Context: an optimization exercise on an open-source flow, tuned for small area, a short achievable clock period and few clock cycles per item. The choices shown serve that exercise and are no tape-out recipe. Where RTL was checked, it was by simulation tests only, not by an equivalence proof against the original.

Design normalizer, start of the top module:
module normalizer #(
    parameter CNT = 64,
    parameter N = 6
)
(
    input clk,
    input rst_n,
    input [31:0] data_in,
    input start_en,
    input data_in_valid,
    output process_end_flag,
    output [31:0] data_out,
    output data_out_valid
);
localparam SI = 3;                  
localparam SK = 3;                  
localparam NI = (25 - SI + SK - 1) / SK;  
localparam RW = SI + NI * SK;       
localparam DK = 2;                  
localparam ND = (25 + DK - 1) / DK;  
function automatic [63:0] padd64(input [63:0] a, input [63:0] b, input cin);
    reg [63:0] g, p, g2, p2, c;
    integer k, l;
    begin
        g = a & b;
        p = a | b;
        g[0] = g[0] | (p[0] & cin);
        for (l = 0; l < 6; l = l + 1) begin
            for (k = 0; k < 64; k = k + 1)
                if ((k >> l) & 1) begin
                    g[k] = g[k] | (p[k] & g[((k >> l) << l) - 1]);
                    p[k] = p[k] & p[((k >> l) << l) - 1];
                end
        end
        c = {g[62:0], cin};
        padd64 = (a ^ c) ^ b;
    end
endfunction
function automatic [6:0] lzc64(input [63:0] x);
    reg [447:0] c;
    reg [63:0] v;
    integer i, l;
    begin
        c = 448'd0;
        v = x;
        for (l = 0; l < 6; l = l + 1) begin
            for (i = 0; i < 32; i = i + 1) begin
                if (i < (32 >> l)) begin
                    c[i*7 +: 7] = v[2*i+1] ? c[(2*i+1)*7 +: 7] : (c[(2*i)*7 +: 7] | (7'd1 << l));
                    v[i] = v[2*i+1] | v[2*i];
                end
            end
        end
        lzc64 = v[0] ? c[6:0] : 7'd64;
    end
endfunction
localparam ST_IDLE  = 3'd0;
localparam ST_STORE = 3'd1;
localparam ST_DEC   = 3'd3;
localparam ST_WAIT  = 3'd4;    
localparam ST_SQRT  = 3'd5;
localparam ST_OUT   = 3'd6;
reg [2:0] st;
reg [6:0] cnt;           
  ...
For scale: roughly 160,000 µm² of cells after synthesis.
Settings: LEC_CHECK=0, ABC_AREA=1, CAP_MARGIN=20, CORE_MARGIN=2, CORE_UTILIZATION=40, SLEW_MARGIN=20; clock period 20.0 ns.
run.sh (not shown) runs the stock make flow with config.mk's settings and CLKGATE_MAP_FILE= SYNTH_SCRIPT=/design/flow/synth_recipe.tcl, a recipe that flattens the netlist after the stock synthesis.
Next try:
--- a/flow/design.v
+++ b/flow/design.v
@@ -1012,21 +1012,21 @@
     input clk,
     input rst_n,
     input [31:0] data_in,
     input start_en,
     input data_in_valid,
     output process_end_flag,
     output [31:0] data_out,
     output data_out_valid
 );
 localparam SI = 3;                  
-localparam SK = 3;                  
+localparam SK = 2;                  
 localparam NI = (25 - SI + SK - 1) / SK;  
 localparam RW = SI + NI * SK;       
 localparam DK = 2;                  
 localparam ND = (25 + DK - 1) / DK;  
 function automatic [63:0] padd64(input [63:0] a, input [63:0] b, input cin);
     reg [63:0] g, p, g2, p2, c;
     integer k, l;
     begin
         g = a & b;
         p = a | b;
@@ -1071,22 +1071,22 @@
 reg rot;                 
 reg v1;                  
 reg fb;                  
 reg [31:0] S;
 reg big;
 reg [31:0] SR [0:CNT];
 wire first = v1 && (cnt == 0);
 wire last_in = v1 && (cnt == CNT-1);
 wire store_open = (st == ST_STORE) && !last_in;
 reg sh;                  
-wire [63:0] sum_w = padd64({32'd0, first ? 32'd0 : S}, {32'd0, SR[0]}, 1'b0);
-wire [31:0] sum_next = sum_w[31:0];
+wire [63:0] sum_w = padd64({32'd0, S}, {32'd0, SR[0]}, 1'b0);
+wire [31:0] sum_next = first ? SR[0] : sum_w[31:0];
 integer k;
 always @(posedge clk) begin
     SR[0] <= data_in;
     if (sh) begin
         SR[1] <= v1 ? SR[0] : SR[CNT];
         for (k = 2; k <= CNT; k = k + 1) SR[k] <= SR[k-1];
     end
 end
 wire [31:0] x_out = SR[CNT];
 wire [31:0] mu = {{N{S[31]}}, S[31:N]};
@@ -1098,21 +1098,21 @@
     if (~rst_n) begin
         m1_add <= 0; m1_first <= 0; m1_fin <= 0; m1_dv <= 0;
     end else begin
         m1_add <= rot && fb;
         m1_first <= rot && fb && (cnt == 0);
         m1_fin <= rot && fb && (cnt == CNT-1);
         m1_dv <= rot && !fb;
     end
 end
 wire sel_s = (st == ST_DEC) && !big;
-wire [31:0] op = v1 ? SR[0] : (sel_s ? S : dreg);
+wire [31:0] op = v1 ? SR[0] : (sel_s ? S : ((m1_add || m1_dv) ? dreg : 32'd0));
 wire [63:0] neg_op = padd64({32'd0, ~op}, 64'd0, 1'b1);
 reg [31:0] mag_r;
 reg mag_sgn;
 reg m_add, m_first, m_fin, m_corr, m_dv;
 always @(posedge clk) begin
     mag_r <= op[31] ? neg_op[31:0] : op;
     mag_sgn <= op[31];
 end
 always @(posedge clk or negedge rst_n) begin
     if (~rst_n) begin
@@ -1157,32 +1157,32 @@
 wire [63:0] v2c = {(u1[62:0] & v1c[62:0]) | (u1[62:0] & T2[62:0]) | (v1c[62:0] & T2[62:0]), 1'b0};
 wire [63:0] u3 = u2 ^ v2c ^ T3;
 wire [63:0] v3c = {(u2[62:0] & v2c[62:0]) | (u2[62:0] & T3[62:0]) | (v2c[62:0] & T3[62:0]), 1'b0};
 always @(posedge clk) begin
     if (s_add || s_corr) begin
         Q_s <= u3;
         Q_c <= v3c;
     end
 end
 wire [63:0] qv_w = padd64(Q_s, Q_c, 1'b0);
-always @(posedge clk) Qv <= qv_w;
+always @(posedge clk) Qv <= qfin ? qv_w : 64'd0;
 always @(posedge clk or negedge rst_n) begin
     if (~rst_n) begin
         qfin <= 0;
         qdone <= 0;
     end else begin
         qfin <= s_fin;
         qdone <= qfin;
     end
 end
 wire nvar = qdone;
-wire [57:0] nin = nvar ? Qv[63:6] : {mag_r, 26'd0};
+wire [57:0] nin = Qv[63:6] | {mag_r, 26'd0};
 wire [6:0] lz_w = lzc64({nin, 6'd0});
 wire [5:0] lz = lz_w[5:0];    
 wire [57:0] nn = nin << lz;
 reg [24:0] n1_top;
 reg n1_st;
 reg [5:0] n1_p;
 reg n1_zero, n1_sgn;
 always @(posedge clk) begin
     n1_top <= nn[57:33];
     n1_st <= |nn[32:0];
- flip-flop and latch count drops by 4
- via count climbs by 6.0%
- routed wire length climbs by 7.6%
- die area climbs by about 2.5%
- final area climbs by about 2.3%
- core utilization drops by 0.12 points
- worst setup slack gets better by 2.3 ns
- first-iteration DRC count climbs by 11%
Testbench counts after the change, summed over its fixed seeds: cycles 20,616, batches 128.
The RTL of the first run of this note was laid out without a check of its function.


normalizer, a different RTL version from the one above (not shown whole).
Size in the first run: about 17000 cells after synthesis, roughly 3400 flip-flops, ~70 I/O pins, about 0.16 mm^2 of cells after synthesis.
clock: 20.0 ns
lec_check: 0
abc_area: 1
cap_margin: 20
core_margin: 2
core_utilization: 40
slew_margin: 20
Testbench counts at the start, summed over its fixed seeds: cycles 20,616, batches 128.
Then changed:
--- a/flow/design.v
+++ b/flow/design.v
@@ -1041,47 +1041,46 @@
                 end
             g = g2;
             p = p2;
         end
         c = {g[62:0], cin};
         padd64 = (a ^ c) ^ b;
     end
 endfunction
 localparam ST_IDLE  = 3'd0;
 localparam ST_STORE = 3'd1;
+localparam ST_FIN   = 3'd2;
 localparam ST_DEC   = 3'd3;
 localparam ST_WAIT  = 3'd4;    
 localparam ST_SQRT  = 3'd5;
 localparam ST_OUT   = 3'd6;
 reg [2:0] st;
 reg [6:0] cnt;           
 reg rot;                 
+reg sh;                  
 reg v1;                  
 reg fb;                  
 reg [31:0] S;
 reg big;
-reg [31:0] SR [0:CNT];
-wire first = v1 && (cnt == 0);
-wire last_in = v1 && (cnt == CNT-1);
-wire store_open = (st == ST_STORE) && !last_in;
-reg sh;                  
-wire [63:0] sum_w = padd64({32'd0, first ? 32'd0 : S}, {32'd0, SR[0]}, 1'b0);
+reg [31:0] SR [0:CNT-1];
+wire take = (st == ST_STORE) && data_in_valid;
+wire [63:0] sum_w = padd64({32'd0, S}, {32'd0, SR[0]}, 1'b0);
 wire [31:0] sum_next = sum_w[31:0];
 integer k;
 always @(posedge clk) begin
-    SR[0] <= data_in;
+    if (take) SR[0] <= data_in;
+    else if (rot) SR[0] <= SR[CNT-1];
     if (sh) begin
-        SR[1] <= v1 ? SR[0] : SR[CNT];
-        for (k = 2; k <= CNT; k = k + 1) SR[k] <= SR[k-1];
+        for (k = 1; k < CNT; k = k + 1) SR[k] <= SR[k-1];
     end
 end
-wire [31:0] x_out = SR[CNT];
+wire [31:0] x_out = SR[CNT-1];
 wire [31:0] mu = {{N{S[31]}}, S[31:N]};
 reg [31:0] dreg;
 reg m1_add, m1_first, m1_fin, m1_dv;
 wire [63:0] dreg_w = padd64({32'd0, x_out}, {32'd0, ~mu}, 1'b1);
 always @(posedge clk) dreg <= dreg_w[31:0];
 always @(posedge clk or negedge rst_n) begin
     if (~rst_n) begin
         m1_add <= 0; m1_first <= 0; m1_fin <= 0; m1_dv <= 0;
     end else begin
         m1_add <= rot && fb;
@@ -1098,21 +1097,21 @@
 reg m_add, m_first, m_fin, m_corr, m_dv;
 always @(posedge clk) begin
     mag_r <= op[31] ? neg_op[31:0] : op;
     mag_sgn <= op[31];
 end
 always @(posedge clk or negedge rst_n) begin
     if (~rst_n) begin
         m_add <= 0; m_first <= 0; m_fin <= 0; m_corr <= 0; m_dv <= 0;
     end else begin
         m_add <= v1 || m1_add;
-        m_first <= first || m1_first;
+        m_first <= (v1 && (cnt == 1)) || m1_first;
         m_fin <= m1_fin || sel_s;
         m_corr <= sel_s;
         m_dv <= m1_dv;
     end
 end
 wire [63:0] sq_s, sq_c;
 squarer_cs sq_inst (.a(mag_r), .s(sq_s), .c(sq_c));
 reg [63:0] s_r, c_r;
 always @(posedge clk) begin
     s_r <= sq_s;
@@ -1399,66 +1398,82 @@
         out_v <= 0;
         pef_r <= 0;
     end else begin
         out_v <= d_v[NR-1];
         pef_r <= pef_d;
     end
 end
 assign data_out = out_r;
 assign data_out_valid = out_v;
 assign process_end_flag = pef_r;
-wire rot_d = (rot && cnt != CNT-1) || (st == ST_DEC && big) || (st == ST_SQRT && qi == NI - 3);
 always @(posedge clk or negedge rst_n) begin
     if (~rst_n) begin
         st <= ST_IDLE;
         cnt <= 0;
         rot <= 0;
         sh <= 0;
         v1 <= 0;
         fb <= 0;
         S <= 0;
         big <= 0;
         qi <= 0;
     end else begin
-        v1 <= data_in_valid && store_open;
-        sh <= (data_in_valid && store_open) || rot_d;
+        v1 <= take;
+        sh <= take && (cnt != CNT-1);
         if (v1) begin
             S <= sum_next;
-            big <= (big && !first) | ~((SR[0][31:25] == 7'h00) | (SR[0][31:25] == 7'h7f));
+            big <= big | ~((SR[0][31:25] == 7'h00) | (SR[0][31:25] == 7'h7f));
+        end
+        if (rot) begin
+            cnt <= cnt + 1;
+            if (cnt == CNT-1) rot <= 0;
+            else sh <= 1;
         end
-        if (rot || v1) cnt <= cnt + 1;
-        rot <= rot_d;
         case (st)
             ST_IDLE: begin
-                cnt <= 0;
-                if (start_en) st <= ST_STORE;
+                if (start_en) begin
+                    st <= ST_STORE;
+                    cnt <= 0;
+                    S <= 0;
+                    big <= 0;
+                end
             end
             ST_STORE: begin
-                if (last_in) st <= ST_DEC;
+                if (data_in_valid) begin
+                    cnt <= cnt + 1;
+                    if (cnt == CNT-1) st <= ST_FIN;
+                end
             end
+            ST_FIN: st <= ST_DEC;
             ST_DEC: begin
                 st <= ST_WAIT;
                 if (big) begin
                     fb <= 1;
+                    rot <= 1;
+                    sh <= 1;
                     cnt <= 0;
                 end
             end
             ST_WAIT: begin
                 if (qdone) begin
                     st <= ST_SQRT;
                     fb <= 0;
                     qi <= 0;
                 end
             end
             ST_SQRT: begin
                 qi <= qi + 1;
-                if (qi == NI - 3) cnt <= 0;
+                if (qi == NI - 3) begin
+                    rot <= 1;
+                    sh <= 1;
+                    cnt <= 0;
+                end
                 if (qi == NI + 1) st <= ST_OUT;
             end
             ST_OUT: begin
                 if (pef_d) begin
                     st <= ST_IDLE;
                     if (start_en) begin
                     end
                 end
             end
             default: st <= ST_IDLE;
The changed run ran to the end with no violations.
Setup slack gains 660 ps.
Routed wire length drops by 2.6%.
Via count climbs by 0.58%.
Clock skew drops by 24 ps.
Fmax climbs by 10%.
Synthesized area stays flat.
Utilization climbs by 0.21 points.
Flip-flop and latch count drops by 32.
Critical path depth drops by 34.
No functional check of the RTL was part of the second run of this note.

==> what the ideal ports hide <==
No port has a modelled driver above. Below, the same layouts with a new extraction and two added sets of constraints.
Step 1 assumes that a clkbuf_16 drives the clock port and a buf_2 every other input.
Step 2 adds t to the input delays and takes it off the output delays; t is the mean of the earliest and latest rising clock arrival at the registers after step 1. Input paths then give back, and output paths get back, about the clock's delay inside the block.
a / b / c = ideal ports / drivers / drivers and shift; a / b = the first two.
run | t, ns | setup WS [ns] | hold slack, ns
the first run of note 1 | 0.994 | 11.737 / 11.737 / 11.737 | 0.299 / 0.299 / 0.299
the second run of note 1 | 1.003 | 14.021 / 14.021 / 14.021 | 0.314 / 0.314 / 0.314
the first run of note 2 | 1.031 | 12.746 / 12.746 / 12.746 | 0.280 / 0.280 / 0.280
the second run of note 2 | 1.026 | 13.407 / 13.407 / 12.691 | 0.309 / 0.309 / 0.309
After both steps every run listed still meets setup and hold. The setup slack of the second run of note 2, which loses most, moves by 0.000 ns with the drivers and by -0.716 ns with both steps.
